This is an optimization exercise on Yosys and OpenROAD, whose aim is small area and a short achievable clock period, not a production implementation. Only simulation tests tie the RTL to the original design; equivalence was not proved. Power is estimated from default activity; no workload was simulated.

[flow/run.sh]
#!/bin/bash
# Standard ORFS layout (the standard.sh, standard synthesis unchanged), with
# two changes to how the layout is made:
#  - port buffers are buf_2 cells instead of the resizer's default delay cells;
#  - timing repair aims for the slack the design can reach at its real speed
#    (a setup margin), so it upsizes the slowest paths.
# The clock period, I/O delays and loads are the design's (constraint.sdc).
set -euo pipefail
export BUFFER_PORTS_ARGS="-buffer_cell sky130_fd_sc_hd__buf_2"
export SETUP_SLACK_MARGIN=27.5
bash standard.sh > standard.log 2>&1
[standard.sh]
#!/bin/bash
# synth_recipe.tcl (not shown) runs the flow's synth.tcl, then flattens the netlist and writes it again
# the make line also repeats each setting of config.mk as NAME=value (left out here)
make -C /OpenROAD-flow-scripts/flow DESIGN_CONFIG=/design/flow/config.mk WORK_HOME=/design/flow/orfs CLKGATE_MAP_FILE= SYNTH_SCRIPT=/design/flow/synth_recipe.tcl "${@:-finish}"
[design.v]
module ArithmeticLU(
  input [18:0] r1,
  input [18:0] r2,
  input [4:0] Opcode,
  output reg [18:0] r3
);
  wire sub = Opcode == 5'b00010;
  wire inc = Opcode == 5'b00101;
  wire dec = Opcode == 5'b00110;
  wire [18:0] y = (inc | dec) ? {19{dec}} : (sub ? ~r2 : r2);
  wire [18:0] sum = r1 + y + {18'b0, sub | inc};
  wire [18:0] product;
  Mul19 mul(.A(r1), .B(r2), .P(product));
  always @(*)
    case (Opcode)
      5'b00001, 5'b00010, 5'b00101, 5'b00110: r3 = sum;
      5'b00011: r3 = product;
      5'b00111: r3 = r1 & r2;
      5'b01000: r3 = r1 | r2;
      5'b01001: r3 = r1 ^ r2;
      5'b01010: r3 = ~r1;
      default:  r3 = r1;
    endcase
endmodule
module SubGe #(parameter W = 1, parameter FAST = 0) (
  input [W-1:0] Y,
  input [W-1:0] K,
  output ge,
  output [W-1:0] d
);
  generate
    if (FAST) begin : f
      SubGeBK #(.W(W)) s(.Y(Y), .K(K), .ge(ge), .d(d));
    end else begin : r
      wire [W:0] c;    
      assign c[0] = 1'b0;
      genvar i;
      for (i = 0; i < W; i = i + 1) begin : b
        assign c[i+1] = (~Y[i] & K[i]) | ((~Y[i] | K[i]) & c[i]);
      end
      assign ge = ~c[W];
      assign d = K ^ c[W-1:0];
    end
  endgenerate
endmodule
module SubGeBK #(parameter W = 1) (
  input [W-1:0] Y,
  input [W-1:0] K,
  output ge,
  output [W-1:0] d
);
  wire [W-1:0] g [0:10];
  wire [W-1:0] p [0:10];
  assign g[0] = ~Y & K;
  assign p[0] = ~Y | K;
  genvar l, i;
  generate
    for (l = 0; l < 5; l = l + 1) begin : up
      for (i = 0; i < W; i = i + 1) begin : b
        if (((i + 1) % (2 << l)) == 0) begin : c
          assign g[l+1][i] = g[l][i] | (p[l][i] & g[l][i - (1 << l)]);
          assign p[l+1][i] = p[l][i] & p[l][i - (1 << l)];
        end else begin : n
          assign g[l+1][i] = g[l][i];
          assign p[l+1][i] = p[l][i];
        end
      end
    end
    for (l = 0; l < 5; l = l + 1) begin : dn
      for (i = 0; i < W; i = i + 1) begin : b
        if (((i + 1) % (1 << (4 - l))) == ((1 << (4 - l)) >> 1) && (i + 1) > (1 << (4 - l)) && l < 4) begin : c
          assign g[l+6][i] = g[l+5][i] | (p[l+5][i] & g[l+5][i - ((1 << (4 - l)) >> 1)]);
          assign p[l+6][i] = p[l+5][i] & p[l+5][i - ((1 << (4 - l)) >> 1)];
        end else begin : n
          assign g[l+6][i] = g[l+5][i];
          assign p[l+6][i] = p[l+5][i];
        end
      end
    end
    if (W == 1) begin : w1
      assign d = K;
    end else begin : wn
      assign d = K ^ {g[10][W-2:0], 1'b0};
    end
  endgenerate
  assign ge = ~g[10][W-1];
endmodule
module DivStep #(parameter S = 0, parameter RW = 0) (
  input [18:0] P,
  input a,
  input [18:0] B,
  output [18:0] Po,
  output q
);
  localparam W = S + 1;
  wire [W-1:0] X;
  wire hz;
  generate
    if (S == 0) begin : g0
      assign X = a;
    end else begin : gn
      assign X = {P[S-1:0], a};
    end
    if (S == 18) begin : h18
      assign hz = 1'b1;
    end else begin : hn
      assign hz = ~|B[18:S+1];
    end
  endgenerate
  wire ge;
  wire [W-1:0] d;
  SubGe #(.W(W), .FAST(W > RW)) sub(.Y(X), .K(B[S:0]), .ge(ge), .d(d));
  assign q = hz & ge;
  wire [W-1:0] r = X ^ ({W{q}} & d);
  generate
    if (S == 18) begin : o18
      assign Po = r;
    end else begin : on
      assign Po = {{(18-S){1'b0}}, r};
    end
  endgenerate
endmodule
module DivSteps #(parameter FIRST = 0, parameter LAST = 19, parameter RW = 0) (
  input [18:0] P,
  input [18:0] AQ,
  input [18:0] B,
  output [18:0] Po,
  output [18:0] AQo
);
  wire [18:0] p [FIRST:LAST];
  wire [18:0] aq [FIRST:LAST];
  assign p[FIRST] = P;
  assign aq[FIRST] = AQ;
  genvar s;
  generate
    for (s = FIRST; s < LAST; s = s + 1) begin : st
      wire q;
      DivStep #(.S(s), .RW(RW)) step(.P(p[s]), .a(aq[s][18]), .B(B), .Po(p[s+1]), .q(q));
      assign aq[s+1] = {aq[s][17:0], q};
    end
  endgenerate
  assign Po = p[LAST];
  assign AQo = aq[LAST];
endmodule
module Mul19(input [18:0] A, input [18:0] B, output [18:0] P);
  wire [20:0] b = {2'b0, B};
  wire [9:0] one, two, neg;
  wire [18:0] pp0, pp1, pp2, pp3, pp4, pp5, pp6, pp7, pp8, pp9;
  genvar i;
  generate for (i = 0; i < 10; i = i + 1) begin : enc
    wire b2 = b[2*i+1];
    wire b1 = b[2*i];
    if (i == 0) begin : z
      assign one[i] = b1;
      assign two[i] = b2 & ~b1;
    end else begin : nz
      wire b0 = b[2*i-1];
      assign one[i] = b1 ^ b0;
      assign two[i] = (b2 & ~b1 & ~b0) | (~b2 & b1 & b0);
    end
    assign neg[i] = b2;
  end endgenerate
  assign pp0[18:0] = (({19{one[0]}} & A[18:0]) | ({19{two[0]}} & {A[17:0], 1'b0})) ^ {19{neg[0]}};
  assign pp1[16:0] = (({17{one[1]}} & A[16:0]) | ({17{two[1]}} & {A[15:0], 1'b0})) ^ {17{neg[1]}};
  assign pp1[18:17] = 2'b0;
  assign pp2[14:0] = (({15{one[2]}} & A[14:0]) | ({15{two[2]}} & {A[13:0], 1'b0})) ^ {15{neg[2]}};
  assign pp2[18:15] = 4'b0;
  assign pp3[12:0] = (({13{one[3]}} & A[12:0]) | ({13{two[3]}} & {A[11:0], 1'b0})) ^ {13{neg[3]}};
  assign pp3[18:13] = 6'b0;
  assign pp4[10:0] = (({11{one[4]}} & A[10:0]) | ({11{two[4]}} & {A[9:0], 1'b0})) ^ {11{neg[4]}};
  assign pp4[18:11] = 8'b0;
  assign pp5[8:0] = (({9{one[5]}} & A[8:0]) | ({9{two[5]}} & {A[7:0], 1'b0})) ^ {9{neg[5]}};
  assign pp5[18:9] = 10'b0;
  assign pp6[6:0] = (({7{one[6]}} & A[6:0]) | ({7{two[6]}} & {A[5:0], 1'b0})) ^ {7{neg[6]}};
  assign pp6[18:7] = 12'b0;
  assign pp7[4:0] = (({5{one[7]}} & A[4:0]) | ({5{two[7]}} & {A[3:0], 1'b0})) ^ {5{neg[7]}};
  assign pp7[18:5] = 14'b0;
  assign pp8[2:0] = (({3{one[8]}} & A[2:0]) | ({3{two[8]}} & {A[1:0], 1'b0})) ^ {3{neg[8]}};
  assign pp8[18:3] = 16'b0;
  assign pp9[0] = (one[9] & A[0]) ^ neg[9];
  assign pp9[18:1] = 18'b0;
  wire w1, w2, w3, w4, w5, w6, w7, w8, w9, w10, w11, w12, w13, w14, w15, w16, w17, w18, w19, w20, w21, w22, w23, w24, w25, w26, w27, w28, w29, w30, w31, w32, w33, w34, w35, w36, w37, w38, w39, w40, w41, w42, w43, w44, w45, w46, w47, w48, w49, w50, w51, w52, w53, w54, w55, w56, w57, w58, w59, w60, w61, w62, w63, w64, w65, w66, w67, w68, w69, w70, w71, w72, w73, w74, w75, w76, w77, w78, w79, w80, w81, w82, w83, w84, w85, w86, w87, w88, w89, w90, w91, w92, w93, w94, w95, w96, w97, w98, w99, w100, w101, w102, w103, w104, w105, w106, w107, w108, w109, w110, w111, w112, w113, w114, w115, w116, w117, w118, w119, w120, w121, w122, w123, w124, w125, w126, w127, w128, w129, w130, w131, w132, w133, w134, w135, w136, w137, w138, w139, w140, w141, w142, w143, w144, w145, w146, w147, w148, w149, w150, w151, w152, w153;
  assign w1 = pp0[16] ^ pp1[14];
  assign w2 = pp0[16] & pp1[14];
  assign w3 = pp0[17] ^ pp1[15];
  assign w4 = pp0[17] & pp1[15];
  assign w5 = pp0[18] ^ pp1[16] ^ pp2[14];
  assign w6 = pp3[12] ^ pp4[10];
  assign w7 = pp0[10] ^ pp1[8];
  assign w8 = pp0[10] & pp1[8];
  assign w9 = pp0[11] ^ pp1[9];
  assign w10 = pp0[11] & pp1[9];
  assign w11 = pp0[12] ^ pp1[10] ^ pp2[8];
  assign w12 = (pp0[12] & pp1[10]) | (pp0[12] & pp2[8]) | (pp1[10] & pp2[8]);
  assign w13 = pp3[6] ^ pp4[4];
  assign w14 = pp3[6] & pp4[4];
  assign w15 = pp0[13] ^ pp1[11] ^ pp2[9];
  assign w16 = (pp0[13] & pp1[11]) | (pp0[13] & pp2[9]) | (pp1[11] & pp2[9]);
  assign w17 = pp3[7] ^ pp4[5];
  assign w18 = pp3[7] & pp4[5];
  assign w19 = pp0[14] ^ pp1[12] ^ pp2[10];
  assign w20 = (pp0[14] & pp1[12]) | (pp0[14] & pp2[10]) | (pp1[12] & pp2[10]);
  assign w21 = pp3[8] ^ pp4[6] ^ pp5[4];
  assign w22 = (pp3[8] & pp4[6]) | (pp3[8] & pp5[4]) | (pp4[6] & pp5[4]);
  assign w23 = pp6[2] ^ pp7[0];
  assign w24 = pp6[2] & pp7[0];
  assign w25 = pp0[15] ^ pp1[13] ^ pp2[11];
  assign w26 = (pp0[15] & pp1[13]) | (pp0[15] & pp2[11]) | (pp1[13] & pp2[11]);
  assign w27 = pp3[9] ^ pp4[7] ^ pp5[5];
  assign w28 = (pp3[9] & pp4[7]) | (pp3[9] & pp5[5]) | (pp4[7] & pp5[5]);
  assign w29 = pp6[3] ^ pp7[1];
  assign w30 = pp6[3] & pp7[1];
  assign w31 = pp2[12] ^ pp3[10] ^ pp4[8];
  assign w32 = (pp2[12] & pp3[10]) | (pp2[12] & pp4[8]) | (pp3[10] & pp4[8]);
  assign w33 = pp5[6] ^ pp6[4] ^ pp7[2];
  assign w34 = (pp5[6] & pp6[4]) | (pp5[6] & pp7[2]) | (pp6[4] & pp7[2]);
  assign w35 = pp8[0] ^ neg[8] ^ w1;
  assign w36 = (pp8[0] & neg[8]) | (pp8[0] & w1) | (neg[8] & w1);
  assign w37 = pp2[13] ^ pp3[11] ^ pp4[9];
  assign w38 = (pp2[13] & pp3[11]) | (pp2[13] & pp4[9]) | (pp3[11] & pp4[9]);
  assign w39 = pp5[7] ^ pp6[5] ^ pp7[3];
  assign w40 = (pp5[7] & pp6[5]) | (pp5[7] & pp7[3]) | (pp6[5] & pp7[3]);
  assign w41 = pp8[1] ^ w3 ^ w2;
  assign w42 = (pp8[1] & w3) | (pp8[1] & w2) | (w3 & w2);
  assign w43 = pp5[8] ^ pp6[6] ^ pp7[4];
  assign w44 = pp8[2] ^ pp9[0] ^ neg[9];
  assign w45 = w5 ^ w6 ^ w4;
  assign w46 = pp0[6] ^ pp1[4];
  assign w47 = pp0[6] & pp1[4];
  assign w48 = pp0[7] ^ pp1[5];
  assign w49 = pp0[7] & pp1[5];
  assign w50 = pp0[8] ^ pp1[6] ^ pp2[4];
  assign w51 = (pp0[8] & pp1[6]) | (pp0[8] & pp2[4]) | (pp1[6] & pp2[4]);
  assign w52 = pp3[2] ^ pp4[0];
  assign w53 = pp3[2] & pp4[0];
  assign w54 = pp0[9] ^ pp1[7] ^ pp2[5];
  assign w55 = (pp0[9] & pp1[7]) | (pp0[9] & pp2[5]) | (pp1[7] & pp2[5]);
  assign w56 = pp3[3] ^ pp4[1];
  assign w57 = pp3[3] & pp4[1];
  assign w58 = pp2[6] ^ pp3[4] ^ pp4[2];
  assign w59 = (pp2[6] & pp3[4]) | (pp2[6] & pp4[2]) | (pp3[4] & pp4[2]);
  assign w60 = pp5[0] ^ neg[5] ^ w7;
  assign w61 = (pp5[0] & neg[5]) | (pp5[0] & w7) | (neg[5] & w7);
  assign w62 = pp2[7] ^ pp3[5] ^ pp4[3];
  assign w63 = (pp2[7] & pp3[5]) | (pp2[7] & pp4[3]) | (pp3[5] & pp4[3]);
  assign w64 = pp5[1] ^ w9 ^ w8;
  assign w65 = (pp5[1] & w9) | (pp5[1] & w8) | (w9 & w8);
  assign w66 = pp5[2] ^ pp6[0] ^ neg[6];
  assign w67 = (pp5[2] & pp6[0]) | (pp5[2] & neg[6]) | (pp6[0] & neg[6]);
  assign w68 = w11 ^ w13 ^ w10;
  assign w69 = (w11 & w13) | (w11 & w10) | (w13 & w10);
  assign w70 = pp5[3] ^ pp6[1] ^ w15;
  assign w71 = (pp5[3] & pp6[1]) | (pp5[3] & w15) | (pp6[1] & w15);
  assign w72 = w17 ^ w12 ^ w14;
  assign w73 = (w17 & w12) | (w17 & w14) | (w12 & w14);
  assign w74 = neg[7] ^ w19 ^ w21;
  assign w75 = (neg[7] & w19) | (neg[7] & w21) | (w19 & w21);
  assign w76 = w23 ^ w16 ^ w18;
  assign w77 = (w23 & w16) | (w23 & w18) | (w16 & w18);
  assign w78 = w25 ^ w27 ^ w29;
  assign w79 = (w25 & w27) | (w25 & w29) | (w27 & w29);
  assign w80 = w20 ^ w22 ^ w24;
  assign w81 = (w20 & w22) | (w20 & w24) | (w22 & w24);
  assign w82 = w31 ^ w33 ^ w35;
  assign w83 = (w31 & w33) | (w31 & w35) | (w33 & w35);
  assign w84 = w26 ^ w28 ^ w30;
  assign w85 = (w26 & w28) | (w26 & w30) | (w28 & w30);
  assign w86 = w37 ^ w39 ^ w41;
  assign w87 = (w37 & w39) | (w37 & w41) | (w39 & w41);
  assign w88 = w32 ^ w34 ^ w36;
  assign w89 = (w32 & w34) | (w32 & w36) | (w34 & w36);
  assign w90 = w43 ^ w44 ^ w45;
  assign w91 = w38 ^ w40 ^ w42;
  assign w92 = pp0[4] ^ pp1[2];
  assign w93 = pp0[4] & pp1[2];
  assign w94 = pp0[5] ^ pp1[3];
  assign w95 = pp0[5] & pp1[3];
  assign w96 = pp2[2] ^ pp3[0] ^ neg[3];
  assign w97 = (pp2[2] & pp3[0]) | (pp2[2] & neg[3]) | (pp3[0] & neg[3]);
  assign w98 = pp2[3] ^ pp3[1] ^ w48;
  assign w99 = (pp2[3] & pp3[1]) | (pp2[3] & w48) | (pp3[1] & w48);
  assign w100 = neg[4] ^ w50 ^ w52;
  assign w101 = (neg[4] & w50) | (neg[4] & w52) | (w50 & w52);
  assign w102 = w54 ^ w56 ^ w51;
  assign w103 = (w54 & w56) | (w54 & w51) | (w56 & w51);
  assign w104 = w58 ^ w60 ^ w55;
  assign w105 = (w58 & w60) | (w58 & w55) | (w60 & w55);
  assign w106 = w62 ^ w64 ^ w59;
  assign w107 = (w62 & w64) | (w62 & w59) | (w64 & w59);
  assign w108 = w66 ^ w68 ^ w63;
  assign w109 = (w66 & w68) | (w66 & w63) | (w68 & w63);
  assign w110 = w70 ^ w72 ^ w67;
  assign w111 = (w70 & w72) | (w70 & w67) | (w72 & w67);
  assign w112 = w74 ^ w76 ^ w71;
  assign w113 = (w74 & w76) | (w74 & w71) | (w76 & w71);
  assign w114 = w78 ^ w80 ^ w75;
  assign w115 = (w78 & w80) | (w78 & w75) | (w80 & w75);
  assign w116 = w82 ^ w84 ^ w79;
  assign w117 = (w82 & w84) | (w82 & w79) | (w84 & w79);
  assign w118 = w86 ^ w88 ^ w83;
  assign w119 = (w86 & w88) | (w86 & w83) | (w88 & w83);
  assign w120 = w90 ^ w91 ^ w87;
  assign w121 = pp0[2] ^ pp1[0];
  assign w122 = pp0[2] & pp1[0];
  assign w123 = pp0[3] ^ pp1[1];
  assign w124 = pp0[3] & pp1[1];
  assign w125 = pp2[0] ^ neg[2] ^ w92;
  assign w126 = (pp2[0] & neg[2]) | (pp2[0] & w92) | (neg[2] & w92);
  assign w127 = pp2[1] ^ w94 ^ w93;
  assign w128 = (pp2[1] & w94) | (pp2[1] & w93) | (w94 & w93);
  assign w129 = w46 ^ w96 ^ w95;
  assign w130 = (w46 & w96) | (w46 & w95) | (w96 & w95);
  assign w131 = w47 ^ w98 ^ w97;
  assign w132 = (w47 & w98) | (w47 & w97) | (w98 & w97);
  assign w133 = w49 ^ w100 ^ w99;
  assign w134 = (w49 & w100) | (w49 & w99) | (w100 & w99);
  assign w135 = w53 ^ w102 ^ w101;
  assign w136 = (w53 & w102) | (w53 & w101) | (w102 & w101);
  assign w137 = w57 ^ w104 ^ w103;
  assign w138 = (w57 & w104) | (w57 & w103) | (w104 & w103);
  assign w139 = w61 ^ w106 ^ w105;
  assign w140 = (w61 & w106) | (w61 & w105) | (w106 & w105);
  assign w141 = w65 ^ w108 ^ w107;
  assign w142 = (w65 & w108) | (w65 & w107) | (w108 & w107);
  assign w143 = w69 ^ w110 ^ w109;
  assign w144 = (w69 & w110) | (w69 & w109) | (w110 & w109);
  assign w145 = w73 ^ w112 ^ w111;
  assign w146 = (w73 & w112) | (w73 & w111) | (w112 & w111);
  assign w147 = w77 ^ w114 ^ w113;
  assign w148 = (w77 & w114) | (w77 & w113) | (w114 & w113);
  assign w149 = w81 ^ w116 ^ w115;
  assign w150 = (w81 & w116) | (w81 & w115) | (w116 & w115);
  assign w151 = w85 ^ w118 ^ w117;
  assign w152 = (w85 & w118) | (w85 & w117) | (w118 & w117);
  assign w153 = w89 ^ w120 ^ w119;
  wire [18:0] r0 = {w153, w151, w149, w147, w145, w143, w141, w139, w137, w135, w133, w131, w129, w127, w125, w123, neg[1], pp0[1], pp0[0]};
  wire [18:0] r1 = {w152, w150, w148, w146, w144, w142, w140, w138, w136, w134, w132, w130, w128, w126, w124, w122, w121, 1'b0, neg[0]};
  AddBK #(.W(19)) add(.X(r0), .Y(r1), .S(P));
endmodule
module AddBK #(parameter W = 19) (
  input [W-1:0] X,
  input [W-1:0] Y,
  output [W-1:0] S
);
  wire [W-1:0] g [0:10];
  wire [W-1:0] p [0:10];
  assign g[0] = X & Y;
  assign p[0] = X | Y;
  genvar l, i;
  generate
    for (l = 0; l < 5; l = l + 1) begin : up
      for (i = 0; i < W; i = i + 1) begin : b
        if (((i + 1) % (2 << l)) == 0) begin : c
          assign g[l+1][i] = g[l][i] | (p[l][i] & g[l][i - (1 << l)]);
          assign p[l+1][i] = p[l][i] & p[l][i - (1 << l)];
        end else begin : n
          assign g[l+1][i] = g[l][i];
          assign p[l+1][i] = p[l][i];
        end
      end
    end
    for (l = 0; l < 5; l = l + 1) begin : dn
      for (i = 0; i < W; i = i + 1) begin : b
        if (((i + 1) % (1 << (4 - l))) == ((1 << (4 - l)) >> 1) && (i + 1) > (1 << (4 - l)) && l < 4) begin : c
          assign g[l+6][i] = g[l+5][i] | (p[l+5][i] & g[l+5][i - ((1 << (4 - l)) >> 1)]);
          assign p[l+6][i] = p[l+5][i] & p[l+5][i - ((1 << (4 - l)) >> 1)];
        end else begin : n
          assign g[l+6][i] = g[l+5][i];
          assign p[l+6][i] = p[l+5][i];
        end
      end
    end
  endgenerate
  assign S = X ^ Y ^ {g[10][W-2:0], 1'b0};
endmodule
module ControlUnit(
  input [4:0] Opcode,
  output register_write,
  output is_div,
  output is_load,
  output is_store,
  output sel_res,      
  output branch,
  output jump,         
  output call,
  output ret
);
  assign is_div   = Opcode == 5'b00100;
  assign is_load  = Opcode == 5'b10000;
  assign is_store = Opcode == 5'b10001;
  assign branch   = Opcode == 5'b01011 || Opcode == 5'b01100;
  assign jump     = Opcode == 5'b01101 || Opcode == 5'b01110;
  assign call     = Opcode == 5'b01110;
  assign ret      = Opcode == 5'b01111;
  assign sel_res  = (Opcode >= 5'b00001 && Opcode <= 5'b01101 && !is_div) || is_store;
  assign register_write = (Opcode >= 5'b00001 && Opcode <= 5'b01010) || is_load ||
                          Opcode == 5'b10010 || Opcode == 5'b10011 || Opcode == 5'b10100;
endmodule
module MemoryInterface(
  input clk,
  input reset,
  input [3:0] address,
  input [18:0] write_data,
  input memory_write,
  output [18:0] read_data
);
  reg [18:0] memory [0:15];
  reg [15:0] valid;
  assign read_data = valid[address] ? memory[address] : 19'b0;
  always @(posedge clk)
    if (memory_write)
      memory[address] <= write_data;
  integer i;
  always @(posedge clk or posedge reset)
    if (reset)
      valid <= 16'b0;
    else
      for (i = 0; i < 16; i = i + 1)
        if (memory_write && address == i)
          valid[i] <= 1'b1;
endmodule
module RegisterFile(
  input clk,
  input reset,
  input [7:0] r1, r2,
  input [2:0] r3,
  input [18:0] write_data,
  input register_write,
  output [18:0] read_data1,
  output [18:0] read_data2
);
  reg [18:0] registers [0:7];
  reg [7:0] valid;
  wire [18:0] d1 [0:8];
  wire [18:0] d2 [0:8];
  assign d1[0] = 19'b0;
  assign d2[0] = 19'b0;
  genvar g;
  generate
    for (g = 0; g < 8; g = g + 1) begin : rd
      assign d1[g+1] = d1[g] | (registers[g] & {19{r1[g] & valid[g]}});
      assign d2[g+1] = d2[g] | (registers[g] & {19{r2[g] & valid[g]}});
    end
  endgenerate
  assign read_data1 = d1[8];
  assign read_data2 = d2[8];
  integer i;
  always @(posedge clk)
    if (register_write)
      registers[r3] <= write_data;
  always @(posedge clk or posedge reset)
    if (reset)
      valid <= 8'b0;
    else
      for (i = 0; i < 8; i = i + 1)
        if (register_write && r3 == i)
          valid[i] <= 1'b1;
endmodule
module CPU(
  input clk,
  input reset,
  input [18:0] instruction,
  output reg [18:0] r3,
  output [14:0] Pc
);
  localparam T1 = 8;
  localparam T2 = 14;
  localparam RW = 11;
  reg [14:0] Pc_register;
  reg [14:0] Link_register;
  assign Pc = Pc_register;
  wire [14:0] Pc_next = Pc_register + 15'd1;
  reg [4:0] If_Id_Opcode;
  reg [7:0] If_Id_rs1, If_Id_rs2;
  reg [2:0] If_Id_rd;
  reg [14:0] If_Id_Pc1;
  always @(posedge clk) begin
    If_Id_Opcode <= instruction[18:14];
    If_Id_rs1 <= 8'b1 << instruction[14:12];
    If_Id_rs2 <= 8'b1 << instruction[11:9];
    If_Id_rd <= instruction[8:6];
    If_Id_Pc1 <= Pc_next;
  end
  wire [4:0] id_op = If_Id_Opcode;
  reg [2:0] Memory_Wb_rd;
  reg Memory_Wb_write;
  wire [18:0] A, B;
  RegisterFile register_file(
    .clk(clk),
    .reset(reset),
    .r1(If_Id_rs1),
    .r2(If_Id_rs2),
    .r3(Memory_Wb_rd),
    .write_data(r3),
    .register_write(Memory_Wb_write),
    .read_data1(A),
    .read_data2(B)
  );
  wire id_register_write, id_div, id_load, id_store, id_sel_res, id_branch, id_jump, id_call, id_ret;
  ControlUnit control(
    .Opcode(id_op),
    .register_write(id_register_write),
    .is_div(id_div),
    .is_load(id_load),
    .is_store(id_store),
    .sel_res(id_sel_res),
    .branch(id_branch),
    .jump(id_jump),
    .call(id_call),
    .ret(id_ret)
  );
  wire [18:0] id_P, id_AQ;
  DivSteps #(.FIRST(0), .LAST(T1), .RW(RW)) div1(.P(19'b0), .AQ(A), .B(B), .Po(id_P), .AQo(id_AQ));
  reg [18:0] Id_Ex_B, Id_Ex_P, Id_Ex_AQ;
  reg [18:19-T1] Id_Ex_A_high;    
  reg [4:0] Id_Ex_Opcode;
  reg [2:0] Id_Ex_rd;
  reg Id_Ex_register_write, Id_Ex_div, Id_Ex_load, Id_Ex_store, Id_Ex_sel_res;
  reg Id_Ex_take, Id_Ex_call, Id_Ex_ret;
  always @(posedge clk) begin
    Id_Ex_A_high <= A[18:19-T1];
    Id_Ex_Opcode <= id_op;
    Id_Ex_B <= B;
    Id_Ex_P <= id_P;
    Id_Ex_AQ <= id_AQ;
    Id_Ex_rd <= If_Id_rd;
    Id_Ex_register_write <= id_register_write;
    Id_Ex_div <= id_div;
    Id_Ex_load <= id_load;
    Id_Ex_store <= id_store;
    Id_Ex_sel_res <= id_sel_res;
    Id_Ex_take <= id_jump | (id_branch && A == B);
    Id_Ex_call <= id_call;
    Id_Ex_ret <= id_ret;
  end
  wire [18:0] Id_Ex_A = {Id_Ex_A_high, Id_Ex_AQ[18:T1]};
  always @(posedge clk or posedge reset)
    if (reset)
      Pc_register <= 15'b0;
    else if (Id_Ex_ret)
      Pc_register <= Link_register;
    else if (Id_Ex_take)
      Pc_register <= Id_Ex_A[14:0];
    else
      Pc_register <= Pc_next;
  reg reset_seen;    
  always @(posedge clk or posedge reset)
    if (reset)
      reset_seen <= 1'b1;
    else
      reset_seen <= 1'b0;
  always @(posedge clk or posedge reset)
    if (reset)
      Link_register <= 15'b0;
    else if (id_call)
      Link_register <= If_Id_Pc1;
    else if (reset_seen && Id_Ex_call)
      Link_register <= 15'd1;
  wire [18:0] ex_res;
  ArithmeticLU alu(.r1(Id_Ex_A), .r2(Id_Ex_B), .Opcode(Id_Ex_Opcode), .r3(ex_res));
  wire [18:0] ex_P, ex_AQ;
  DivSteps #(.FIRST(T1), .LAST(T2), .RW(RW)) div2(.P(Id_Ex_P), .AQ(Id_Ex_AQ), .B(Id_Ex_B), .Po(ex_P), .AQo(ex_AQ));
  reg [18:0] Ex_Memory_res, Ex_Memory_B, Ex_Memory_P, Ex_Memory_AQ;
  reg [2:0] Ex_Memory_rd;
  reg Ex_Memory_register_write, Ex_Memory_div, Ex_Memory_load, Ex_Memory_store, Ex_Memory_sel_res;
  always @(posedge clk) begin
    Ex_Memory_res <= ex_res;
    Ex_Memory_B <= Id_Ex_B;
    Ex_Memory_P <= ex_P;
    Ex_Memory_AQ <= ex_AQ;
    Ex_Memory_rd <= Id_Ex_rd;
    Ex_Memory_register_write <= Id_Ex_register_write;
    Ex_Memory_div <= Id_Ex_div;
    Ex_Memory_load <= Id_Ex_load;
    Ex_Memory_store <= Id_Ex_store;
    Ex_Memory_sel_res <= Id_Ex_sel_res;
  end
  wire [18:0] memory_data;
  MemoryInterface memory_interface(
    .clk(clk),
    .reset(reset),
    .address(Ex_Memory_res[3:0]),
    .write_data(Ex_Memory_B),
    .memory_write(Ex_Memory_store),
    .read_data(memory_data)
  );
  wire [18:0] mem_P, quotient;
  DivSteps #(.FIRST(T2), .LAST(19), .RW(RW)) div3(.P(Ex_Memory_P), .AQ(Ex_Memory_AQ), .B(Ex_Memory_B), .Po(mem_P), .AQo(quotient));
  wire sel_div = Ex_Memory_div && Ex_Memory_B != 19'b0;    
  always @(posedge clk) begin
    r3 <= ({19{sel_div}} & quotient) |
          ({19{Ex_Memory_load}} & memory_data) |
          ({19{Ex_Memory_sel_res}} & Ex_Memory_res);
    Memory_Wb_rd <= Ex_Memory_rd;
    Memory_Wb_write <= Ex_Memory_register_write;
  end
endmodule
[constraint.sdc]
create_clock -name core_clock -period 36.0 [get_ports {clk}]
set_input_delay 7.2000 -clock core_clock [delete_from_list [all_inputs] [get_ports {clk}]]
set_output_delay 7.2000 -clock core_clock [all_outputs]
set_load 0.01 [all_outputs]
[config.mk]
export PLATFORM = sky130hd
export DESIGN_NAME = CPU
export DESIGN_NICKNAME = CPU
export VERILOG_FILES = /design/flow/design.v
export SDC_FILE = /design/flow/constraint.sdc
export NUM_CORES = 4
export LEC_CHECK = 0
export ABC_AREA = 1
export CAP_MARGIN = 20
export CORE_MARGIN = 2
export CORE_UTILIZATION = 55
export CTS_BUF_LIST = sky130_fd_sc_hd__clkbuf_4 sky130_fd_sc_hd__clkbuf_8
export PLACE_DENSITY = 0.7
export SLEW_MARGIN = 20
export TNS_END_PERCENT = 10
==> results of run 1 <==
registers in the layout, summed over array words and instances (netlist names), 14 cells and up:
name	cells
If_Id_Pc1	15
Ex_Memory_AQ	19
memory_interface.valid	16
Ex_Memory_res	19
r3	19
Ex_Memory_P	14
Pc_register	15
Id_Ex_B	19
Link_register	15
memory_interface.memory	304
register_file.registers	152
Ex_Memory_B	19
Id_Ex_AQ	19
layout by cell type (no fill, tap or decap), drive strengths merged, types with 13 or more instances in the layout:
cell type  Yosys  final
o22ai        131    131
nand3b        16     16
nor3          29     29
a22oi         77     77
nor4          19     19
nor2         312    312
dfrtp         54     54
clkinv        18     47
xor2         219    219
a221oi        33     33
o21ai        274    274
inv          607    606
edfxtp       456    456
dfxtp        211    211
a31oi         81     81
o2111ai       13     13
nand2       1211   1213
o41ai         19     19
fa            61     61
xnor2         27     27
o21bai        14     14
or2           21     21
clkbuf       107    173
a21oi         79     79
clkinvlp       0     13
ha           111    111
nand4         96     96
nand3        473    476
buf           86    264
a211oi        15     15
kinds of logic after synthesis:
group	after synthesis
and+or+nand+nor	2190
xor gates and xnor gates	246
other	1
muxes	1
DFF	722
adders and majority gates	174
buffers and inverters	819
AOI/OAI and AO/OA	780
per-layer routing:
metal / part of all wire, % / vias to the layer above
met5: 0.036 / -
li1: - / 17100
met3: 11 / 419
met4: 5.0 / 4
met2: 45 / 1991
met1: 39 / 17400
repair_timing:
item	CTS	global route
pin swaps	5	83
gates resized for setup	71	214
setup buffers	19	103
hold buffers	0	0
endpoints found under the setup margin	61	57
gates cloned	0	11
power breakdown:
part           total (mW)  internal (mW)  switching (mW)
logic                2.62          0.964            1.66
registers            1.04          0.969          0.0714
clock network       0.721          0.394           0.327
total                4.39           2.33            2.06
stage by stage:
stage                     util (%)  std cells  instance area (um2)  hold slack (ns)  setup slack (ns)
after floorplan                  -       4933                42300            0.310             28.24
after global placement        57.3       5911                43600            0.311             25.89
after detailed placement      57.3       5911                43600            0.312             25.78
after CTS                     61.0       6141                46400            0.305             27.43
after global routing          63.3       6256                48200            0.332             27.24
final                         63.3       6257                48200            0.303             27.49
final timing paths:
kind / endpoint / slack (ns) / cells past startpoint
setup / recovery: r3[9] / 27.49 / 1
hold / removal: Ex_Memory_AQ[10] / 0.30 / 0
setup reg to reg: Id_Ex_P[3] / 27.83 / 67
hold reg to reg: Ex_Memory_AQ[10] / 0.30 / 0
max in group asynchronous: Pc_register[10] / 28.62 / 3
min in group asynchronous: register_file.valid[5] / 6.75 / 3
cell type report:
cell class,count,area (um2)
tap,1030,1290
timing repair buffer,268,2160
fill,6399,27900
clock buffer,169,2080
clock inverter,42,335
multi-input combinational,3397,20400
antenna,2,5.00
inverter,625,2490
sequential,722,19400
timing repair inverter,2,17.5
==> out/metrics.csv, run 1 <==
metric,value,unit
clk_pin_slew_worst_paths,0.06,ns
die_x,281,um
drc,0,
synth_edf_count,456,
required,28.80,ns
run_status,no timing/DRC/antenna violations,
startpoint,r3[9],
grt-ovfl-total,0,
min_period,8.51,ns
numPortBuffers,48,
ir_drop,0.127,mV
gp_congestion,0.936,
synth_area_leaders,"edfxtp_1 (32%), nand2_1 (10%), dfxtp_1 (10%)",
cts_buffer_depth,3,
core,0.0761,mm2
cp_cell_sequence,buf_2,
synth_top_area_share,32.4,%
htreeDepth,3,
synth_compound_area_share,11.7,%
cpLargestDelayFamily,flip-flops,
numCtsBuffers,111,
synthSimpleGateAreaFrac,23.2,%
yosysWarnings,16,
yosys-top-cells-count,"nand2_1 (1153), inv_1 (580), edfxtp_1 (456), nand3_1 (437), nor2_1 (296)",
crit_path_end_kind,output pin,
viasPerCell,5.90,
synth_xor_area_share,5.26,%
postSynth.asyncResetShare,7.62,%
fin_crit_sh,23.7,%
cp_num_buf_inv,1,
synth.cell_area,0.0423,mm2
ios,55,
ys_seq_elements,722,
clock.fmax,117,MHz
rsz0062_at_grt,yes,
finalNetCount,5320,
area_growth,13.9,%
synth_top_family_by_area,simple AND/OR/NAND/NOR gates,
p_per_area,91.0,mW/mm2
finClkSkew,0.0589,ns
grt_max_degree,78,
wl_per_cell,20.9,um
dieArea,0.0791,mm2
drv_slew,0,
syn_avg_cell_area,8.57,um2
tritoncts,done,
ys_seq_area_share,45.6,%
ys.flop_type,edfxtp_1,
grt_pass1_vias,33800,
cp.arrival,1.31,ns
hold_path_startpoint,Id_Ex_AQ[4],
reg2reg_from,register_file.valid[1],
grt_use_total,32.0,%
worstMarginPinSlew,1.22,ns
syn-instance-count,4933,
start_util,55.6,%
critPathKind,reg -> out,
maxSlewHeadroom,17.9,%
grt_first_pass_wirelength,193000,um
synth_most_common_cell,nand2_1,
rows,101,
clk_root_buffer_cell,clkbuf_8,
grt_use_met1,42.2,%
use_met3,6.10,%
critPathMaxStageDelay,0.42,ns
drt_iter0_markers,4195,
die_h,281,um
holdCritPathClass,reg -> reg,
via_count,36900,
synth_adder_area_share,6.23,%
drt_pre_antenna_iters,7,
grt_busiest_layer,met2,
finalWirelength,131000,um
finalPower,4.39,mW
maxCapViolCount,0,
leakage,20.8,nW
clkLatencyLatePin,0.75,ns
antenna_found_initial,5,
hold_violations,0,
synth.net_count,5126,
cp_max_fo,9,
met2_usage,51.4,%
synth_top_cell_by_area,edfxtp_1,
cp_slowest_cell,dfxtp_2,
worst_setup_path_start_kind,flip-flop,
synthMuxAreaShare,0.0266,%
ys_types,78,
finalSetupTns,0,ns
drive_gt1_share,16.2,%
setup-violations-final,0,
hpwl,85100,um
clock_sinks,722,
ant_nets,0,
==> run 2, diff against run 1 <==
--- a/design.v
+++ b/design.v
@@ -466,5 +466,5 @@
   localparam T1 = 8;
   localparam T2 = 14;
-  localparam RW = 11;
+  localparam RW = 10;
   reg [14:0] Pc_register;
   reg [14:0] Link_register;
--- a/config.mk
+++ b/config.mk
@@ -9,7 +9,7 @@
 export CAP_MARGIN = 20
 export CORE_MARGIN = 2
-export CORE_UTILIZATION = 55
+export CORE_UTILIZATION = 65
 export CTS_BUF_LIST = sky130_fd_sc_hd__clkbuf_4 sky130_fd_sc_hd__clkbuf_8
-export PLACE_DENSITY = 0.7
+export PLACE_DENSITY = 0.8
 export SLEW_MARGIN = 20
 export TNS_END_PERCENT = 10
==> run 2 against run 1 <==
Net effect: flip-flop and latch count is the same; still clean; critical endpoint is now r3[3]; critical path type unchanged; first-iteration DRC count rose by 14%; highest routed layer unchanged; clock skew is 0.021 ns higher; count of clock-buffer cells in the layout fell by 6.
==> out/metrics.csv, run 2 <==
metric,value,unit,change
run_status,no timing/DRC/antenna violations,,
ir_drop,0.165,mV,+30%
drt_pre_antenna_iters,6,,-1
htreeDepth,3,,unchanged
seq_area,0.0193,mm2,-0.25%
synthSimpleGateAreaFrac,24.6,%,+1.4 points
most-common-layout-cells,"nand2_1 (1196), inv_1 (558), edfxtp_1 (456)",,
grt_first_pass_wirelength,190000,um,-1.7%
ios,55,,unchanged
die_h,261,um,-7.1%
synth_top_cell_by_area,edfxtp_1,,
largest_reg_flops,304,,unchanged
area_growth,10.2,%,
syn_avg_cell_area,8.56,um2,-0.16%
wl_per_cell,21.1,um,+0.77%
maxSlewHeadroom,15.0,%,-2.9 points
viasPerCell,6.20,,+5.2%
cpLargestDelayFamily,flip-flops,,
leakage,20.7,nW,-0.92%
drv_slew,0,,unchanged
layout_setup_ws,27.44,ns,-0.0508 ns
synthMuxAreaShare,0.0262,%,-0.00045 points
rows,94,,-6.9%
holdCritPathClass,reg -> reg,,
synth_top_area_share,31.8,%,-0.55 points
hold_violations,0,,unchanged
drive_gt1_share,14.3,%,-1.9 points
ant_nets,0,,unchanged
grt-ovfl-total,0,,unchanged
antenna_found_initial,2,,-3
placed_cells,5823,,-1.5%
tritoncts,done,,
n_fill_cell,4790,,-25%
yosysWarnings,17,,+1
hold-worst-slack,0.293,ns,-0.0109 ns
synth.cell_area,0.0430,mm2,+1.7%
ys_seq_area_share,44.9,%,-0.77 points
wl_met2,58700,um,-0.81%
routed.top_layer,met5,,
die_x,261,um,-7.1%
worst_setup_path_start_kind,flip-flop,,
synth_top_family_by_area,simple AND/OR/NAND/NOR gates,,
cts_hold_buf,0,,unchanged
hpwl,84200,um,-1.0%
finClkSkew,0.0797,ns,+0.0208 ns
met1_length,47200,um,-7.8%
finalWirelength,128000,um,-1.8%
synth_most_common_cell,nand2_1,,
worstMarginPinSlew,1.26,ns,+0.0433 ns
synth.net_count,5219,,+1.8%
finalPower,4.28,mW,-2.4%
maxCapViolCount,0,,unchanged
ys.flop_type,edfxtp_1,,
clk_root_buffer_cell,clkbuf_8,,
syn-instance-count,5026,,+1.9%
synth_edf_count,456,,unchanged
finalNetCount,5338,,+0.34%
postSynth.asyncResetShare,7.62,%,unchanged
synth_adder_area_share,6.12,%,-0.11 points
clock_sinks,722,,unchanged
cp_num_buf_inv,1,,unchanged
finalSetupTns,0,ns,unchanged
met3_length,15300,um,+11%
grt_use_total,36.2,%,+4.2 points
layout_commonest_cell,nand2_1,,
cp_max_fo,9,,unchanged
numPortBuffers,48,,unchanged
grt_max_degree,68,,-13%
synth_compound_area_share,11.2,%,-0.47 points
numCtsBuffers,108,,-2.7%
required,28.80,ns,about the same
gp_congestion,0.954,,+2.0%
yosys-top-cells-count,"nand2_1 (1211), inv_1 (570), edfxtp_1 (456), nand3_1 (451), nor2_1 (288)",,
clk_pin_slew_worst_paths,0.06,ns,about the same
via_count,37800,,+2.4%
start_util,65.5,%,+10 points
clkLatencyLatePin,0.75,ns,about the same
cp_cell_sequence,buf_2,,
critPathKind,reg -> out,,
synth_area_leaders,"edfxtp_1 (32%), nand2_1 (11%), dfxtp_1 (9.8%)",,
ys_types,80,,+2.6%
grt_pass1_vias,34600,,+2.5%
p_per_area,90.3,mW/mm2,-0.77%
rsz0062_at_grt,yes,,
cts_buffer_depth,3,,unchanged
dpl_worst_slack,26.25,ns,+0.474 ns
cp_slowest_cell,dfxtp_2,,
fin_crit_sh,23.8,%,+0.14 points
min_period,8.56,ns,+0.0508 ns
dieArea,0.0682,mm2,-14%
drt_iter0_markers,4765,,+14%
clock.fmax,117,MHz,-0.59%
critPathMaxStageDelay,0.43,ns,about the same
reg_top3,"memory_interface.memory x304, register_file.registers x152",,
final_cell_count_no_fill,6095,,-2.6%
drc,0,,unchanged
largest_register,memory_interface.memory,,
core,0.0656,mm2,-14%
multi_input_area,0.0207,mm2,+1.5%
ys_seq_elements,722,,unchanged
setup-violations-final,0,,unchanged
crit_path_end_kind,output pin,,
synth_xor_area_share,4.85,%,-0.40 points
cp.arrival,1.36,ns,+0.05 ns
==> run 2: cell type report <==
cell class | instances | area share, %
multi-input cells | 3483 | 43.7
flip-flops and latches | 722 | 40.8
inverters | 630 | 5.24
clock buffers | 163 | 4.18
repair buffers | 198 | 3.11
well taps | 864 | 2.28
clock inverters | 31 | 0.636
repair inverters | 2 | 0.0211
diodes | 2 | 0.0106
==> run 2: metal layers <==
layer	vias to the layer above	global-route usage (%)
met3	524	7.83
met5	-	0
li1	17300	-
met1	17500	46.7
met2	2448	57.6
met4	2	19.2
==> run 2: timing repair <==
item | CTS | global route
gates cloned | 2 | 9
setup buffers | 5 | 59
gates resized for setup | 35 | 134
pin swaps | 2 | 15
endpoints found under the setup margin | 50 | 58
==> run 2: report_power, final <==
part / internal, mW / switching (mW)
Combinational: 0.882 / 1.66
Sequential: 0.967 / 0.0770
Clock: 0.382 / 0.317
==> run 2: kinds of logic after synthesis <==
kind of cell / count (synthesis)
AO/OA/AOI/OAI: 749
other: 1
buffers and inverters: 829
XOR/XNOR: 235
adder cells (fa/ha/maj): 174
multiplexers: 1
AND/OR/NAND/NOR: 2315
flip-flops: 722
==> run 2: worst paths after layout <==
path | to | start | slack, ns | depth (start not counted)
max | r3[3] | r3[3] | 27.44 | 1
min | Memory_Wb_rd[0] | Ex_Memory_rd[0] | 0.29 | 0
min in group asynchronous | register_file.valid[4] | reset | 6.74 | 3
max reg2reg | r3[0] | Ex_Memory_B[1] | 27.95 | 66
max in group asynchronous | memory_interface.valid[12] | reset | 28.59 | 3
min reg2reg | Memory_Wb_rd[0] | Ex_Memory_rd[0] | 0.29 | 0
==> run 2: through the flow <==
stage | util, % | area, um2
3_3_place_gp | 66.8 | 43900
2_1_floorplan | - | 43000
3_5_place_dp | 66.8 | 43900
4_1_cts | 70.5 | 46300
5_1_grt | 72.2 | 47400
6_report | 72.2 | 47400
==> run 3, diff against run 2 <==
--- a/config.mk
+++ b/config.mk
@@ -11,4 +11,6 @@
 export CORE_UTILIZATION = 65
 export CTS_BUF_LIST = sky130_fd_sc_hd__clkbuf_4 sky130_fd_sc_hd__clkbuf_8
+export CTS_CLUSTER_DIAMETER = 80
+export CTS_CLUSTER_SIZE = 12
 export PLACE_DENSITY = 0.8
 export SLEW_MARGIN = 20
==> run 3 against run 2 <==
Net effect: count of clock-buffer cells in the layout down 41; via count is 0.76% lower; synthesized area did not move; flip-flop and latch count stayed put; still clean; non-clock buffer count shrank 13; synthesized cell count is the same; critical endpoint is now r3[12]; register-to-register slack hardly changed; sequential power barely moved; largest power group unchanged; die area stayed put.
==> out/metrics.csv, run 3 <==
metric,value,unit,change
critPathKind,reg -> out,,
critPathMaxStageDelay,0.51,ns,+0.08 ns
swShare,49.0,%,+1.1 points
finalWirelength,127000,um,-1.0%
viasPerCell,6.24,,+0.58%
die_x,261,um,unchanged
area_growth,7.66,%,
syn-instance-count,5026,,unchanged
drc,0,,unchanged
synth_edf_count,456,,unchanged
drt_pre_antenna_iters,12,,+6
cp_max_fo,9,,unchanged
layout_setup_ws,27.42,ns,-0.0117 ns
placed_cells,5823,,unchanged
cpLargestDelayFamily,flip-flops,,
numPortBuffers,48,,unchanged
hold_violations,0,,unchanged
cp_num_buf_inv,1,,unchanged
crit_path_end_kind,output pin,,
yosysWarnings,17,,unchanged
p_seq_share,25.4,%,+1.0 points
rows,94,,unchanged
finalSetupTns,0,ns,unchanged
clk_root_buffer_cell,clkbuf_8,,
worst_setup_path_start_kind,flip-flop,,
reg_top3,"memory_interface.memory x304, register_file.registers x152",,
final_cell_count_no_fill,6014,,-1.3%
clock.fmax,117,MHz,-0.14%
setup-violations-final,0,,unchanged
drive_gt1_share,12.7,%,-1.6 points
min_period,8.58,ns,+0.0117 ns
layout_commonest_cell,nand2_1,,
clkLatencyLatePin,0.70,ns,-0.05 ns
htreeDepth,3,,unchanged
maxCapViolCount,0,,unchanged
core,0.0656,mm2,unchanged
hpwl,84200,um,unchanged
dpl_worst_slack,26.25,ns,unchanged
numCtsBuffers,71,,-34%
tritoncts,done,,
yosys-top-cells-count,"nand2_1 (1211), inv_1 (570), edfxtp_1 (456), nand3_1 (451), nor2_1 (288)",,
run_status,no timing/DRC/antenna violations,,
largest_reg_flops,304,,unchanged
synth_top_cell_by_area,edfxtp_1,,
antenna_found_initial,4,,+2
ys_seq_area_share,44.9,%,unchanged
die_h,261,um,unchanged
cp_cell_sequence,buf_2,,
finalPower,4.10,mW,-4.1%
holdCritPathClass,reg -> reg,,
grt_first_pass_wirelength,188000,um,-0.67%
start_util,65.5,%,unchanged
finalNetCount,5286,,-0.97%
grt_use_total,36.0,%,-0.18 points
p_per_area,88.6,mW/mm2,-1.9%
synth_area_leaders,"edfxtp_1 (32%), nand2_1 (11%), dfxtp_1 (9.8%)",,
rsz0062_at_grt,yes,,
synth_most_common_cell,nand2_1,,
combPwrFrac,61.7,%,+2.4 points
p_int,2.09,mW,-6.2%
gp_congestion,0.954,,unchanged
drv_slew,0,,unchanged
required,28.80,ns,about the same
worstMarginPinSlew,1.21,ns,-0.0518 ns
grt-ovfl-total,0,,unchanged
ys_seq_elements,722,,unchanged
n_fill_cell,4955,,+3.4%
fin_crit_sh,23.8,%,+0.032 points
grt_max_degree,68,,unchanged
grt_pass1_vias,34000,,-1.9%
clock_sinks,722,,unchanged
cts_buffer_depth,3,,unchanged
p_sw,2.01,mW,-1.9%
ant_nets,0,,unchanged
ios,55,,unchanged
ys_types,80,,unchanged
power_frac_clock,12.9,%,-3.4 points
cp.arrival,1.38,ns,+0.02 ns
synth_top_area_share,31.8,%,unchanged
synth.net_count,5219,,unchanged
cp_slowest_cell,dfxtp_1,,
maxSlewHeadroom,18.5,%,+3.5 points
dieArea,0.0682,mm2,unchanged
syn_avg_cell_area,8.56,um2,unchanged
wl_per_cell,21.1,um,+0.31%
drt_iter0_markers,4629,,-2.9%
finClkSkew,0.0483,ns,-0.0315 ns
most-common-layout-cells,"nand2_1 (1200), inv_1 (559), edfxtp_1 (456)",,
via_count,37500,,-0.76%
clk_pin_slew_worst_paths,0.08,ns,+0.02 ns
largest_register,memory_interface.memory,,
ir_drop,0.168,mV,+1.9%
synth.cell_area,0.0430,mm2,unchanged
ys.flop_type,edfxtp_1,,
leakage,20.2,nW,-2.4%
postSynth.asyncResetShare,7.62,%,unchanged
[run 3: cell families (layout without fill, tap and decap cells)]
logic type,Yosys count,after routing,synth area share (%)
AO/OA/AOI/OAI,749,752,11.2
XOR/XNOR,235,235,4.85
adder cells (fa/ha/maj),174,174,6.12
buffers and inverters,829,946,8.36
flip-flops,722,722,44.9
multiplexers,1,1,0.0262
other,1,2,0.00872
AND/OR/NAND/NOR,2315,2318,24.6
[run 3: final timing paths]
path	start	end	slack, ns	cells after the start
max	r3[12]	r3[12]	27.42	1
max reg2reg	Id_Ex_B[2]	Ex_Memory_P[11]	27.95	63
min reg2reg	Id_Ex_AQ[6]	Ex_Memory_AQ[12]	0.32	0
max in group asynchronous	reset	memory_interface.valid[0]	28.60	3
min in group asynchronous	reset	register_file.valid[1]	6.77	3
min	Id_Ex_AQ[6]	Ex_Memory_AQ[12]	0.32	0
[run 3: power by group through the flow]
stage,clock (mW),sequential [mW],combinational (mW)
final,0.531,1.04,2.53
after CTS,0.532,1.04,2.39
after global placement,0,1.05,2.28
after global routing,0.562,1.05,2.78
after floorplan,0,1.03,1.75
after detailed placement,0,1.06,2.36
[run 3: routing by layer]
layer	track usage [%]	wire [um]	vias to the layer above
li1	-	-	17200
met1	47.3	47000	17400
met2	57.1	57600	2432
met3	7.08	15000	509
met4	18.5	7420	4
met5	0	27	-
[run 3: per-stage QoR]
step | util (%) | cell area [um2] | hold WS (ns)
2_1_floorplan | - | 43000 | 0.310
3_3_place_gp | 66.8 | 43900 | 0.310
3_5_place_dp | 66.8 | 43900 | 0.312
4_1_cts | 69.3 | 45500 | 0.307
5_1_grt | 70.6 | 46300 | 0.314
6_report | 70.6 | 46300 | 0.323
[run 3: worst register-to-register path: cells and delay by family (launching register included)]
family | cells | cell delay [ns]
compound gates | 3 | 0.84
simple gates | 55 | 5.87
flops | 1 | 0.32
buf+inv | 5 | 0.91
[run 3: cell type report]
| cell class | count | area, um2 | share of cell area [%] |
|---|---|---|---|
| repair buffers | 185 | 1350 | 2.92 |
| diodes | 1 | 2.50 | 0.00540 |
| flip-flops and latches | 722 | 19300 | 41.8 |
| clock buffers | 122 | 1380 | 2.98 |
| well taps | 864 | 1080 | 2.33 |
| clock inverters | 7 | 95.1 | 0.205 |
| repair inverters | 2 | 10.0 | 0.0216 |
| multi-input cells | 3481 | 20600 | 44.4 |
| inverters | 630 | 2470 | 5.34 |
[run 3: timing repair]
item                       in CTS  in global routing
pin swaps                       2                 11
setup endpoints to repair      48                 55
buffers inserted                5                 47
cloned                          2                  7
resized for setup              31                105
hold buffers                    0                  0
==> run 4, diff against run 3 <==
--- a/design.v
+++ b/design.v
@@ -561,12 +561,11 @@
   wire [18:0] ex_P, ex_AQ;
   DivSteps #(.FIRST(T1), .LAST(T2), .RW(RW)) div2(.P(Id_Ex_P), .AQ(Id_Ex_AQ), .B(Id_Ex_B), .Po(ex_P), .AQo(ex_AQ));
-  reg [18:0] Ex_Memory_res, Ex_Memory_B, Ex_Memory_P, Ex_Memory_AQ;
+  reg [18:0] Ex_Memory_B, Ex_Memory_P, Ex_Memory_AQ;
   reg [2:0] Ex_Memory_rd;
   reg Ex_Memory_register_write, Ex_Memory_div, Ex_Memory_load, Ex_Memory_store, Ex_Memory_sel_res;
   always @(posedge clk) begin
-    Ex_Memory_res <= ex_res;
     Ex_Memory_B <= Id_Ex_B;
     Ex_Memory_P <= ex_P;
-    Ex_Memory_AQ <= ex_AQ;
+    Ex_Memory_AQ <= Id_Ex_div ? ex_AQ : ex_res;
     Ex_Memory_rd <= Id_Ex_rd;
     Ex_Memory_register_write <= Id_Ex_register_write;
@@ -576,4 +575,5 @@
     Ex_Memory_sel_res <= Id_Ex_sel_res;
   end
+  wire [18:0] Ex_Memory_res = Ex_Memory_AQ;
   wire [18:0] memory_data;
   MemoryInterface memory_interface(
==> run 4 against run 3 <==
Net effect: still clean on timing, DRC and antenna; maximum frequency hardly changed; sequential share of layout area fell by 0.45 points; count of clock-buffer cells in the layout down 9; utilization grew 0.40 points; first-iteration DRC count rose by 9.9%; combinational power barely moved; cell count rose by 0.12%; die area is 0.85% lower; critical path depth stayed put; worst hold slack gained 0.0057 ns; power down 0.57%.
==> out/metrics.csv, run 4 <==
metric,value,unit,change
maxCapViolCount,0,,unchanged
grt_first_pass_wirelength,191000,um,+1.4%
finish.utilization,71.0,%,+0.40 points
synth.net_count,5275,,+1.1%
cp_cell_sequence,buf_2,,
min_path_cells,0,,unchanged
synth_adder_area_share,6.17,%,+0.053 points
rsz0062_at_grt,yes,,
grt_use_total,36.7,%,+0.68 points
htreeDepth,3,,unchanged
min_period,8.58,ns,+0.00310 ns
finalSetupTns,0,ns,unchanged
drt_iter0_markers,5088,,+9.9%
cp_num_buf_inv,1,,unchanged
hold_violations,0,,unchanged
maxSlewHeadroom,13.2,%,-5.2 points
worstMarginPinSlew,1.28,ns,+0.0777 ns
power_frac_clock,12.4,%,-0.5 points
drc,0,,unchanged
required,28.80,ns,about the same
multi_input_area,0.0208,mm2,+0.86%
cp_slowest_cell,dfxtp_2,,
p_per_area,88.9,mW/mm2,+0.29%
crit_path_end_kind,output pin,,
synth_xor_area_share,4.76,%,-0.099 points
fin_crit_sh,23.8,%,about the same
numPortBuffers,48,,unchanged
syn-instance-count,5082,,+1.1%
dieArea,0.0677,mm2,-0.85%
grt-ovfl-total,0,,unchanged
synth_compound_area_share,11.1,%,-0.082 points
n_fill_cell,4974,,+0.38%
r2r_slack,27.96,ns,about the same
combPwrFrac,62.1,%,+0.4 points
setup-violations-final,0,,unchanged
finClkSkew,0.0432,ns,-0.00512 ns
ios,55,,unchanged
synth_area_leaders,"edfxtp_1 (32%), nand2_1 (10%), dfxtp_1 (9.0%)",,
yosysWarnings,17,,unchanged
die_h,260,um,-0.42%
synth_top_cell_by_area,edfxtp_1,,
ys.flop_type,edfxtp_1,,
min_to,Ex_Memory_store,,
drive_gt1_share,12.1,%,-0.60 points
cp.arrival,1.38,ns,about the same
hold-worst-slack,0.329,ns,+0.00566 ns
grt_pass1_vias,33900,,-0.082%
reg2reg_from,Id_Ex_B[16],,
ir_drop,0.173,mV,+2.6%
r2r_cells,53,,-16%
clk_pin_slew_worst_paths,0.09,ns,about the same
postSynth.asyncResetShare,7.82,%,+0.21 points
ant_nets,0,,unchanged
antenna_found_initial,3,,-1
rows,93,,-1.1%
ys_seq_area_share,44.4,%,-0.50 points
drt_pre_antenna_iters,7,,-5
cts_buffer_depth,3,,unchanged
die_x,260,um,-0.42%
largest_reg_flops,304,,unchanged
synth_top_family_by_area,simple AND/OR/NAND/NOR gates,,
synthMuxAreaShare,0.0264,%,+0.00023 points
cp_max_fo,9,,unchanged
p_sw,1.99,mW,-1.2%
p_int,2.09,mW,about the same
start_util,65.9,%,+0.37 points
viasPerCell,6.23,,-0.19%
gp_congestion,0.991,,+3.8%
cpLargestDelayFamily,flip-flops,,
via_count,37500,,-0.075%
r2r-end,Ex_Memory_P[3],,
clkLatencyLatePin,0.70,ns,about the same
tritoncts,done,,
numCtsBuffers,70,,-1.4%
critPathMaxStageDelay,0.47,ns,-0.04 ns
largest_register,memory_interface.memory,,
layout_commonest_cell,nand2_1,,
synth_edf_count,456,,unchanged
swShare,48.7,%,-0.31 points
cp.depth,1,,unchanged
ys_seq_elements,703,,-2.6%
run_status,no timing/DRC/antenna violations,,
finalNetCount,5310,,+0.45%
leakage,19.9,nW,-1.3%
p_seq_share,25.4,%,about the same
synth_most_common_cell,nand2_1,,
worst_setup_path_start_kind,flip-flop,,
core,0.0647,mm2,-1.4%
synthSimpleGateAreaFrac,25.6,%,+1.0 points
finalPower,4.08,mW,-0.57%
grt_max_degree,79,,+16%
hold_path_startpoint,Id_Ex_store,,
syn_avg_cell_area,8.39,um2,-2.0%
synth.cell_area,0.0426,mm2,-0.86%
seq_area,0.0190,mm2,-1.9%
hpwl,86600,um,+2.8%
clock_sinks,703,,-2.6%
critPathKind,reg -> out,,
drv_slew,0,,unchanged
cts_hold_buf,0,,unchanged
area_growth,7.67,%,about the same
wl_per_cell,21.1,um,-0.23%
holdCritPathClass,reg -> reg,,
most-common-layout-cells,"nand2_1 (1161), inv_1 (565), nand3_1 (557)",,
synth_top_area_share,32.1,%,+0.28 points
reg_top3,"memory_interface.memory x304, register_file.registers x152",,
finalWirelength,127000,um,-0.12%
ys_types,80,,unchanged
yosys-top-cells-count,"nand2_1 (1176), inv_1 (573), nand3_1 (559), edfxtp_1 (456), nor2_1 (292)",,
clk_root_buffer_cell,clkbuf_8,,
clock.fmax,117,MHz,about the same
run 4: cell count changes after synthesis, moves of 8 or more:
cell and change:
nand2_1 -35, dfxtp_1 -19, clkbuf_8 -17, clkbuf_1 +25, nand3_1 +108, o2111ai_1 -8
a21oi_1 +8, a221oi_1 -9, buf_2 +9
run 4: repair_timing:
action | in CTS | in global routing
gates cloned | 0 | 5
endpoints found under the setup margin | 40 | 49
pin swaps | 0 | 16
buffers inserted | 0 | 36
gates resized for setup | 27 | 108
run 4: metrics by stage:
stage,area (um2),worst slack (ns),cells
2_1_floorplan,42600,28.24,5082
3_3_place_gp,43700,26.97,5859
3_5_place_dp,43700,26.81,5859
4_1_cts,45100,27.43,5979
5_1_grt,45900,27.39,6021
6_report,45900,27.42,6021
run 4: routing by layer:
| layer | up-vias | wire (um) | global-route usage, % | share of wire (%) |
|---|---|---|---|---|
| li1 | 17300 | - | - | - |
| met1 | 17400 | 48500 | 49.4 | 38 |
| met2 | 2315 | 56800 | 57.7 | 45 |
| met3 | 451 | 14000 | 5.90 | 11 |
| met4 | 2 | 7620 | 18.9 | 6.0 |
| met5 | - | 10 | 0 | 0.0079 |
run 4: power groups by stage:
stage	registers, mW	clock network (mW)	logic (mW)
CTS	1.03	0.509	2.43
global route	1.04	0.538	2.84
global placement	1.04	0	2.36
detailed placement	1.05	0	2.42
floorplan	1.01	0	1.83
finish	1.04	0.508	2.54
run 4: layout make-up:
class / instances / share of cell area, %
multi-input cells: 3540 / 45.2
flip-flops and latches: 703 / 41.3
inverters: 634 / 5.37
clock buffers: 113 / 2.86
repair buffers: 168 / 2.75
well taps: 855 / 2.33
clock inverters: 7 / 0.172
diodes: 1 / 0.00545
run 4: how the worst max path moves through the flow:
stage	startpoint	endpoint	slack (ns)
2_1_floorplan	reset	Link_register[0]	28.24
3_3_place_gp	Id_Ex_B[4]	Ex_Memory_P[11]	26.97
3_5_place_dp	Id_Ex_B[4]	Ex_Memory_P[1]	26.81
4_1_cts	r3[16]	r3[16]	27.43
5_1_grt	register_file.valid[0]	Id_Ex_P[6]	27.39
6_report	r3[16]	r3[16]	27.42
run 4: logic make-up after synthesis:
kind of cell / Yosys count
compound gates: 745
xor+xnor: 229
fa+ha+maj: 174
buf+inv: 842
flops: 703
mux: 1
other cells: 1
simple gates: 2387
==> run 5, diff against run 4 <==
--- a/config.mk
+++ b/config.mk
@@ -11,6 +11,4 @@
 export CORE_UTILIZATION = 65
 export CTS_BUF_LIST = sky130_fd_sc_hd__clkbuf_4 sky130_fd_sc_hd__clkbuf_8
-export CTS_CLUSTER_DIAMETER = 80
-export CTS_CLUSTER_SIZE = 12
 export PLACE_DENSITY = 0.8
 export SLEW_MARGIN = 20
==> run 5 against run 4 <==
Net effect: still clean; register-to-register slack worse by 0.04 ns; count of clock-buffer cells in the layout is 50 higher; worst hold slack worse by 0.0076 ns; highest routed layer unchanged.
==> out/metrics.csv, run 5 <==
metric,value,unit,change
area_growth,10.4,%,
hold_violations,0,,unchanged
worstMarginPinSlew,1.21,ns,-0.0798 ns
clock.fmax,117,MHz,+0.61%
holdCritPathClass,reg -> reg,,
clock_sinks,703,,unchanged
drc,0,,unchanged
htreeDepth,3,,unchanged
drive_gt1_share,13.6,%,+1.5 points
gp_congestion,0.991,,unchanged
cp_slowest_cell,dfxtp_4,,
ant_nets,0,,unchanged
synth_area_leaders,"edfxtp_1 (32%), nand2_1 (10%), dfxtp_1 (9.0%)",,
finalPower,4.33,mW,+6.1%
synth.cell_area,0.0426,mm2,unchanged
maxCapViolCount,0,,unchanged
critPathMaxStageDelay,0.41,ns,-0.06 ns
cts_buffer_depth,3,,unchanged
rsz0062_at_grt,yes,,
maxSlewHeadroom,18.9,%,+5.7 points
largest_reg_flops,304,,unchanged
syn_avg_cell_area,8.39,um2,unchanged
most-common-layout-cells,"nand2_1 (1160), inv_1 (563), nand3_1 (555)",,
cts_hold_buf,0,,unchanged
finalNetCount,5367,,+1.1%
numCtsBuffers,106,,+51%
finalWirelength,129000,um,+2.0%
synth_most_common_cell,nand2_1,,
rows,93,,unchanged
yosys-top-cells-count,"nand2_1 (1176), inv_1 (573), nand3_1 (559), edfxtp_1 (456), nor2_1 (292)",,
cpLargestDelayFamily,flip-flops,,
clk_root_buffer_cell,clkbuf_8,,
ys_seq_area_share,44.4,%,unchanged
synth_edf_count,456,,unchanged
ys.flop_type,edfxtp_1,,
finalSetupTns,0,ns,unchanged
drt_pre_antenna_iters,7,,unchanged
cp_max_fo,7,,-2
fin_crit_sh,23.7,%,-0.14 points
hpwl,86600,um,unchanged
crit_path_end_kind,output pin,,
die_h,260,um,unchanged
via_count,38100,,+1.5%
antenna_found_initial,3,,unchanged
worst_setup_path_start_kind,flip-flop,,
ir_drop,0.176,mV,+1.8%
start_util,65.9,%,unchanged
leakage,20.5,nW,+2.9%
finClkSkew,0.0489,ns,+0.00577 ns
setup-violations-final,0,,unchanged
reg_top3,"memory_interface.memory x304, register_file.registers x152",,
clkLatencyLatePin,0.76,ns,+0.06 ns
cp_num_buf_inv,1,,unchanged
grt_pass1_vias,34500,,+1.7%
finish.utilization,72.8,%,+1.8 points
cp_cell_sequence,buf_2,,
postSynth.asyncResetShare,7.82,%,unchanged
ys_seq_elements,703,,unchanged
required,28.80,ns,about the same
p_per_area,91.9,mW/mm2,+3.4%
ios,55,,unchanged
placed_cells,5859,,unchanged
core,0.0647,mm2,unchanged
grt_first_pass_wirelength,194000,um,+1.3%
syn-instance-count,5082,,unchanged
yosysWarnings,17,,unchanged
cp.arrival,1.33,ns,-0.05 ns
numPortBuffers,48,,unchanged
synth.net_count,5275,,unchanged
viasPerCell,6.21,,-0.23%
die_x,260,um,unchanged
grt-ovfl-total,0,,unchanged
tritoncts,done,,
wl_per_cell,21.1,um,+0.27%
run_status,no timing/DRC/antenna violations,,
ys_types,80,,unchanged
grt_use_total,37.1,%,+0.40 points
drt_iter0_markers,4995,,-1.8%
synth_top_area_share,32.1,%,unchanged
drv_slew,0,,unchanged
dieArea,0.0677,mm2,unchanged
clk_pin_slew_worst_paths,0.06,ns,-0.03 ns
largest_register,memory_interface.memory,,
grt_max_degree,79,,unchanged
min_period,8.53,ns,-0.0522 ns
layout_commonest_cell,nand2_1,,
synth_top_cell_by_area,edfxtp_1,,
critPathKind,reg -> out,,
final_cell_count_no_fill,6124,,+1.7%
## run 5: cell counts after synthesis
Identical to the previous run, type by type.
## run 5: kinds of logic (layout without fill, tap and decap cells)
kind of cell / count (synthesis) / after routing / synth area share, %
other: 1 / 3 / 0.00879
flip-flops: 703 / 703 / 44.4
AND/OR/NAND/NOR: 2387 / 2391 / 25.6
adder cells (fa/ha/maj): 174 / 174 / 6.17
buffers and inverters: 842 / 1022 / 7.98
AO/OA/AOI/OAI: 745 / 746 / 11.1
XOR/XNOR: 229 / 229 / 4.76
multiplexers: 1 / 1 / 0.0264
## run 5: layer usage
| metal | track usage, % | part of all wire (%) | wire length, um | vias to the layer above |
|---|---|---|---|---|
| li1 | - | - | - | 17500 |
| met1 | 49.5 | 38 | 48800 | 17700 |
| met2 | 58.1 | 45 | 57800 | 2399 |
| met3 | 6.25 | 11 | 14700 | 488 |
| met4 | 20.3 | 6.2 | 8090 | 2 |
| met5 | 0 | 0.0077 | 10 | - |
## run 5: path summary, 6_finish.rpt
kind                       slack (ns)                      to         from  cells past startpoint
min in group asynchronous        6.71  register_file.valid[0]        reset                      3
max in group asynchronous       28.69          Pc_register[0]        reset                      3
hold reg to reg                  0.32             Id_Ex_rd[1]  If_Id_rd[1]                      0
setup reg to reg                27.92          Ex_Memory_P[3]   Id_Ex_B[1]                     63
setup / recovery                27.47                  r3[16]       r3[16]                      1
hold / removal                   0.32             Id_Ex_rd[1]  If_Id_rd[1]                      0
## run 5: timing repair
| item | CTS | global route |
|---|---|---|
| setup endpoints to repair | 47 | 58 |
| endpoints found under the hold margin | 0 | 0 |
| setup buffers | 0 | 55 |
| cloned | 0 | 7 |
| pin swaps | 0 | 19 |
| resized for setup | 33 | 136 |
## run 5: final cells by class
type,count,area [um2]
antenna,2,5.00
clock buffer,163,1970
clock inverter,38,303
fill,4762,17600
inverter,634,2470
multi-input combinational,3542,20800
sequential,703,19000
tap,855,1070
timing repair buffer,187,1430
## run 5: per-stage QoR
stage	area, um2	setup WS [ns]	hold WS (ns)
floorplan	42600	28.24	0.310
global placement	43700	26.97	0.310
detailed placement	43700	26.81	0.312
CTS	46000	27.42	0.326
global route	47100	27.35	0.336
finish	47100	27.47	0.321
## run 5: power by group
| part | total [mW] | internal (mW) | switching (mW) |
|---|---|---|---|
| sequential | 1.04 | 0.945 | 0.0936 |
| combinational | 2.60 | 0.944 | 1.65 |
| clock | 0.692 | 0.369 | 0.322 |
| total | 4.33 | 2.26 | 2.07 |

==> port drivers added, routing unchanged <==
No port has a modelled driver above. Below, the same layouts with a new extraction and two added sets of constraints. Step 1 assumes that a clkbuf_16 drives the clock port and a buf_2 every other input. Step 2 adds t to the input delays and takes it off the output delays; t is the mean of the earliest and latest rising clock arrival at the registers after step 1. Input paths then give back, and output paths get back, about the clock's delay inside the block. Slacks: no drivers / after step 1 / after step 2; pairs: no drivers / after step 1.
| run | shift t [ns] | setup slack, ns | clock arrival spread, ns | worst slew at a driven data input, ns |
|---|---|---|---|---|
| run 1 | 0.787 | 27.486 / 27.418 / 27.833 | 0.059 / 0.059 | 0.03 |
| run 2 | 0.777 | 27.435 / 27.372 / 27.855 | 0.080 / 0.080 | 0.03 |
| run 3 | 0.744 | 27.423 / 27.359 / 27.898 | 0.049 / 0.049 | 0.03 |
| run 4 | 0.746 | 27.420 / 27.356 / 27.963 | 0.044 / 0.044 | 0.03 |
| run 5 | 0.803 | 27.473 / 27.406 / 27.919 | 0.053 / 0.054 | 0.03 |
After both steps setup and hold are still met in every run listed. The worst setup slack also covers recovery checks on asynchronous resets.
